Context: an optimization exercise on an open-source flow, tuned for small area, a short achievable clock period and few clock cycles. The choices shown serve that exercise and are no tape-out recipe. Where RTL was checked, it was by simulation tests only, not by an equivalence proof against the original.

## MandelbrotGen
module MandelbrotGen(
		input Clk_100M,           
		input  [4:0]BTNS,         
		input  SW0,               
		input  SW15,              
		output reg [18:0] addrA,  
		output reg [11:0] dinA,   
		output reg wea            
    );
For scale: roughly 3200 cells after synthesis, ~390 flip-flops, ~32000 µm² of cells after synthesis.
export LEC_CHECK = 0
export CAP_MARGIN = 70
export CORE_MARGIN = 2
export CORE_UTILIZATION = 40
export SETUP_SLACK_MARGIN = 5
export SLEW_MARGIN = 70
export SYNTH_HIERARCHICAL = 1
export SYNTH_MINIMUM_KEEP_SIZE = 0
create_clock -name core_clock -period 11.0 [get_ports {Clk_100M}]
standard.sh (not shown) runs the stock make flow with config.mk's settings and CLKGATE_MAP_FILE= SYNTH_SCRIPT=/design/flow/synth_recipe.tcl, a recipe that flattens the netlist after the stock synthesis.
==> flow/flow/run.sh <==
#!/bin/bash
# Standard synthesis, then the standard layout steps with a larger setup
# margin for the resizer's timing repair.
set -euo pipefail
MARGIN=6
bash standard.sh synth > synth.log 2>&1
sed "s/SETUP_SLACK_MARGIN=[0-9.]*/SETUP_SLACK_MARGIN=$MARGIN/" standard.sh > layout.sh
bash layout.sh > layout.log 2>&1
The starting point completed without violations.
Rerun with:
--- a/flow/flow/run.sh
+++ b/flow/flow/run.sh
@@ -3,5 +3,5 @@
 # margin for the resizer's timing repair.
 set -euo pipefail
-MARGIN=6
+MARGIN=6.8
 bash standard.sh synth > synth.log 2>&1
 sed "s/SETUP_SLACK_MARGIN=[0-9.]*/SETUP_SLACK_MARGIN=$MARGIN/" standard.sh > layout.sh
Settings changed: TNS_END_PERCENT set to 0.
- core utilization is higher by 1.0 points
- count of clock-buffer cells in the layout is unchanged
- worst setup slack gets better by 420 ps
- via count climbs by 2.1%
- synthesized area is unchanged
- cell count is higher by about 0.7%
- design area rises by 2.3%
- global-route usage barely changes
- hold slack barely changes
Rerun with:
--- a/flow/flow/run.sh
+++ b/flow/flow/run.sh
@@ -3,5 +3,5 @@
 # margin for the resizer's timing repair.
 set -euo pipefail
-MARGIN=6.8
+MARGIN=7.5
 bash standard.sh synth > synth.log 2>&1
 sed "s/SETUP_SLACK_MARGIN=[0-9.]*/SETUP_SLACK_MARGIN=$MARGIN/" standard.sh > layout.sh
The new run ran to the end with no violations. Count of clock-buffer cells in the layout goes down by 2. Hold slack hardly moves. Final area goes up by 2.6%. Routed wire length goes up by 3.7%. Area after synthesis is unchanged. Fmax goes up by 4.5%.
Rerun with:
--- a/flow/flow/run.sh
+++ b/flow/flow/run.sh
@@ -3,5 +3,5 @@
 # margin for the resizer's timing repair.
 set -euo pipefail
-MARGIN=7.5
+MARGIN=7.2
 bash standard.sh synth > synth.log 2>&1
 sed "s/SETUP_SLACK_MARGIN=[0-9.]*/SETUP_SLACK_MARGIN=$MARGIN/" standard.sh > layout.sh
Result:
- cell count climbs by 0.49%
- setup slack gains 72 ps
- sequential share of layout area barely changes
- register-to-register slack gets better by 70 ps
- via count stays flat
- maximum frequency went up by 1.8%
- die area stays the same
- cell area is about the same
- hold slack hardly moves
Function was not checked in any run of this note: the RTL went through the layout flow alone.


## build 16
MandelbrotGen, a different RTL version from the one above (not shown whole).
Size: roughly 3800 cells after synthesis, roughly 40 I/O pins.
Settings: LEC_CHECK=0, ABC_AREA=1, CAP_MARGIN=70, CORE_MARGIN=2, CORE_UTILIZATION=40, SETUP_SLACK_MARGIN=5, SLEW_MARGIN=70, SYNTH_HIERARCHICAL=1, SYNTH_MINIMUM_KEEP_SIZE=0, TNS_END_PERCENT=0; clock period 11.0 ns.
==> flow/flow/run.sh <==
#!/bin/bash
# Layout flow: the standard synthesis (standard.sh synth), then the
# standard ORFS layout steps (standard.sh's make command) with these changes:
#  - the resizer's timing repair aims for a larger setup slack margin, so that
#    it shortens the critical paths below the clock period;
#  - extra ORFS variables given in EXTRA below.
# Each tool's output goes to a log file in this folder.
set -euo pipefail
MARGIN=7.5
EXTRA=''
bash standard.sh synth > synth.log 2>&1
sed -e "s/SETUP_SLACK_MARGIN=[0-9.]*/SETUP_SLACK_MARGIN=$MARGIN/" \
    -e "s|\"\${@:-finish}\"|$EXTRA \"\${@:-finish}\"|" standard.sh > layout.sh
bash layout.sh > layout.log 2>&1
Build 16 completed; timing, DRC and antenna clean
Testbench counts of build 16, summed over its fixed seeds: cycles 10,830,570.
For build 22, these inputs were changed with respect to build 16:
- a deleted ABC_AREA that had been 1
==> flow/flow/run.sh <==
#!/bin/bash
# Layout flow: the standard synthesis, then the standard ORFS layout steps
# with two changes: the resizer's timing repair aims for a larger setup slack
# margin (so that it shortens the critical paths below the clock period), and
# the port buffers are plain buffers. Each tool's output goes to a log here.
set -euo pipefail
MARGIN=${MARGIN:-7.2}
PORTBUF=sky130_fd_sc_hd__buf_2
bash standard.sh synth > synth.log 2>&1
sed -e "s/SETUP_SLACK_MARGIN=[0-9.]*/SETUP_SLACK_MARGIN=$MARGIN/" \
    -e "s/\"\${@:-finish}\"/BUFFER_PORTS_ARGS=\"-buffer_cell $PORTBUF\" \"\${@:-finish}\"/" standard.sh > layout.sh
bash layout.sh > layout.log 2>&1
## What came out
Every stage of the flow completed for build 22, and the final layout passed the timing, design-rule and antenna checks.
Taking build 16 as the reference point, the register-to-register slack of build 22 falls by 270 ps.
Going from build 16 to build 22, the first-pass GRT wire length was found to have gone down by 0.99%.
The run showing the smaller critical path depth is build 16.
Looking at multi-input combinational area share across build 16 and build 22, the one that comes out higher is build 22.
[compare] base=build 16 new=build 22: number of cells on the worst reg-to-reg path climbed 1; time the worst path needs with I/O delays and setup grew by 270 ps; total routing usage reported by global routing +0.56 points; final cell area excluding filler cells decreased 2.7%; fraction of area in registers saw an increase.
Compared with build 16, build 22 shows a sum of met2 wire segment lengths after detailed routing that is 1500 um lower.
The following lists how build 33 was set up differently from build 22:
==> flow/flow/run.sh <==
#!/bin/bash
# Layout flow: the standard synthesis, then the standard ORFS layout steps
# with the resizer's timing repair aiming for a larger setup slack margin, so
# that it shortens the critical paths below the clock period. Each tool's
# output goes to a log here.
set -euo pipefail
MARGIN=7.2
bash standard.sh synth > synth.log 2>&1
sed -e "s/SETUP_SLACK_MARGIN=[0-9.]*/SETUP_SLACK_MARGIN=$MARGIN/" standard.sh > layout.sh
bash layout.sh > layout.log 2>&1
## What came out
- From build 22 to build 33 the numbers moved as follows: buffer share of cell area now larger, wire length now smaller.
- Build 22 and build 33 ended up with roughly the same final design instance area without fill.
- Number of cells on the critical path for build 33: 4 down relative to build 22
- When the final numbers for build 33 and build 22 were put side by side, the number of non-clock buffers in the layout turned out to be greater in build 22.
- On tightest hold margin, build 33 and build 22 are neck and neck.


MandelbrotGen, a different RTL version from the one above (not shown whole).
Size in the first run: about 3200 cells after synthesis, roughly 380 flip-flops, ~40 I/O pins, about 32000 um2 of cells after synthesis.
## MandelbrotGen
module MandelbrotGen(
		input Clk_100M,           
		input  [4:0]BTNS,         
		input  SW0,               
		input  SW15,              
		output reg [18:0] addrA,  
		output reg [11:0] dinA,   
		output reg wea            
    );
Settings: LEC_CHECK=0, CAP_MARGIN=70, CORE_MARGIN=2, CORE_UTILIZATION=40, SETUP_SLACK_MARGIN=5, SLEW_MARGIN=70, SYNTH_HIERARCHICAL=1, SYNTH_MINIMUM_KEEP_SIZE=0; clock period 11.0 ns.
==> flow/flow/run.sh <==
#!/bin/bash
# Standard synthesis, then the standard layout steps with a larger setup
# margin for the resizer's timing repair.
set -euo pipefail
MARGIN=7
bash standard.sh synth > synth.log 2>&1
sed "s/SETUP_SLACK_MARGIN=[0-9.]*/SETUP_SLACK_MARGIN=$MARGIN/" standard.sh > layout.sh
bash layout.sh > layout.log 2>&1
Next try:
--- a/flow/flow/run.sh
+++ b/flow/flow/run.sh
@@ -3,5 +3,5 @@
 # margin for the resizer's timing repair.
 set -euo pipefail
-MARGIN=7
+MARGIN=7.5
 bash standard.sh synth > synth.log 2>&1
 sed "s/SETUP_SLACK_MARGIN=[0-9.]*/SETUP_SLACK_MARGIN=$MARGIN/" standard.sh > layout.sh
Effect: The new run completed with no timing, DRC or antenna violations. Maximum frequency rose slightly. Routed wire length rose slightly. First-iteration DRC count rose by a quarter to a third.
No run of this note included a check of the RTL's function; only the layout flow was run.


job 3607:
Another version of the RTL of MandelbrotGen (not shown whole).
For scale: about 3800 cells after synthesis, roughly 380 flip-flops, about 40 I/O pins, about 32000 um^2 of cells after synthesis.
export LEC_CHECK = 0
export ABC_AREA = 1
export CAP_MARGIN = 70
export CORE_MARGIN = 2
export CORE_UTILIZATION = 40
export GPL_ROUTABILITY_DRIVEN = 0
export SETUP_SLACK_MARGIN = 5
export SLEW_MARGIN = 70
export SYNTH_HIERARCHICAL = 1
export SYNTH_MINIMUM_KEEP_SIZE = 0
export TNS_END_PERCENT = 0
create_clock -name core_clock -period 11.0 [get_ports {Clk_100M}]
==> flow/flow/run.sh <==
#!/bin/bash
# Layout flow: the standard synthesis (standard.sh synth), then the
# standard ORFS layout steps (standard.sh's make command) with these changes:
#  - the resizer's timing repair aims for a larger setup slack margin, so that
#    it shortens the critical paths below the clock period;
#  - extra ORFS variables given in EXTRA below.
# Each tool's output goes to a log file in this folder.
set -euo pipefail
MARGIN=7.5
EXTRA='BUFFER_PORTS_ARGS="-buffer_cell sky130_fd_sc_hd__buf_2"'
bash standard.sh synth > synth.log 2>&1
sed -e "s/SETUP_SLACK_MARGIN=[0-9.]*/SETUP_SLACK_MARGIN=$MARGIN/" \
    -e "s|\"\${@:-finish}\"|$EXTRA \"\${@:-finish}\"|" standard.sh > layout.sh
bash layout.sh > layout.log 2>&1
Testbench counts of job 3607, summed over its fixed seeds: cycles 10,830,570.
Input changes introduced in job 3098 (baseline for comparison: job 3607):
- GPL_ROUTABILITY_DRIVEN removed (was 0)
==> comparison <==
- Relative to job 3607, the met3 wire length of job 3098 is lower by 4.1%.
- Compared job 3098 vs job 3607, and core utilization is down in job 3098.
- On largest stage delay on the critical path, the lower figure sits with job 3607, not job 3098.
- Job 3098 has less setup slack than job 3607.
The inputs of job 1358 differ from those of job 3098 as listed below.
-- flow/flow/run.sh --
<<< job 3098, line 7
# Each tool's output goes to a log file in this folder.
set -euo pipefail
MARGIN=7.5
EXTRA='BUFFER_PORTS_ARGS="-buffer_cell sky130_fd_sc_hd__buf_2"'
bash standard.sh synth > synth.log 2>&1
>>> job 1358, line 7
# Each tool's output goes to a log file in this folder.
set -euo pipefail
MARGIN=7.2
EXTRA='BUFFER_PORTS_ARGS="-buffer_cell sky130_fd_sc_hd__buf_2"'
bash standard.sh synth > synth.log 2>&1
==> run summary <==
On global-route usage, job 1358 tracks job 3098 almost exactly.
Measured against job 3098, the number of buffers inserted by post-CTS setup repair of job 1358 comes out at 0.79 times the reference value.
Final weighted congestion in routability-driven placement for job 1358: 3.3% up relative to job 3098
From job 3098 to job 1358 the numbers moved as follows: multi-input combinational cell count stayed essentially flat; worst hold-check slack stayed essentially flat; design area fell by about 0.6%; clock-buffer cell count fell by 1.
Inputs modified between job 1358 and job 3361:
-- flow/flow/run.sh --
<<< job 1358, line 7
# Each tool's output goes to a log file in this folder.
set -euo pipefail
MARGIN=7.2
EXTRA='BUFFER_PORTS_ARGS="-buffer_cell sky130_fd_sc_hd__buf_2"'
bash standard.sh synth > synth.log 2>&1
>>> job 3361, line 7
# Each tool's output goes to a log file in this folder.
set -euo pipefail
MARGIN=7.8
EXTRA='BUFFER_PORTS_ARGS="-buffer_cell sky130_fd_sc_hd__buf_2"'
bash standard.sh synth > synth.log 2>&1
==> comparison <==
Job 3361 against job 1358: total number of vias decreased 0.45%, summed area of non-filler cells in the final layout increased 210 um^2, non-clock buffer count decreased 3.8%, post-synthesis to final-layout area growth increased 0.66 points. Going from job 1358 to job 3361, clock skew increased by 0.017 ns relative to the old numbers; worst hold slack comparable. Number of nets in the final layout essentially unchanged between job 3361 and job 1358. Cell area after synthesis: job 1358 vs job 3361 identical. Re clock slew seen by the registers of the worst setup and hold paths: job 3361 is 0.02 ns down on job 1358.

what the ideal ports hide:
In the flow no input, the clock included, has a driving cell. The finished layouts below were timed again as built, in two steps.
Step 1 assumes that a clkbuf_16 drives the clock port and a buf_2 every other input.
Step 2, shift: input delay + t, output delay - t, t = (earliest + latest rising clock arrival at the registers) / 2. This alone moves slack from input paths to output paths.
a / b / c = ideal ports / drivers / drivers and shift; a / b = the first two.
| run | shift t [ns] | setup slack, ns | worst setup path after step 2 | worst data-port slew with drivers (ns) |
|---|---|---|---|---|
| the first run of note 1 | 0.651 | 6.359 / 6.359 / 6.359 | register to register | 0.03 |
| the second run of note 1 | 0.663 | 6.780 / 6.780 / 6.780 | register to register | 0.03 |
| the third run of note 1 | 0.667 | 6.960 / 6.960 / 6.960 | register to register | 0.03 |
| the fourth run of note 1 | 0.669 | 7.032 / 7.032 / 7.032 | register to register | 0.03 |
| build 16 | 0.663 | 7.231 / 7.202 / 7.231 | register to register | 0.04 |
| build 22 | 0.653 | 6.959 / 6.959 / 6.959 | register to register | 0.04 |
| build 33 | 0.653 | 7.015 / 7.015 / 7.015 | register to register | 0.04 |
| the first run of note 3 | 0.657 | 6.701 / 6.701 / 6.701 | register to register | 0.03 |
| the second run of note 3 | 0.666 | 6.783 / 6.783 / 6.783 | register to register | 0.03 |
| job 3607 | 0.641 | 7.280 / 7.280 / 7.280 | register to register | 0.03 |
| job 3098 | 0.647 | 7.274 / 7.274 / 7.274 | register to register | 0.03 |
| job 1358 | 0.658 | 7.138 / 7.138 / 7.138 | register to register | 0.03 |
| job 3361 | 0.647 | 7.274 / 7.274 / 7.274 | register to register | 0.03 |
After both steps setup and hold are still met in every run listed.
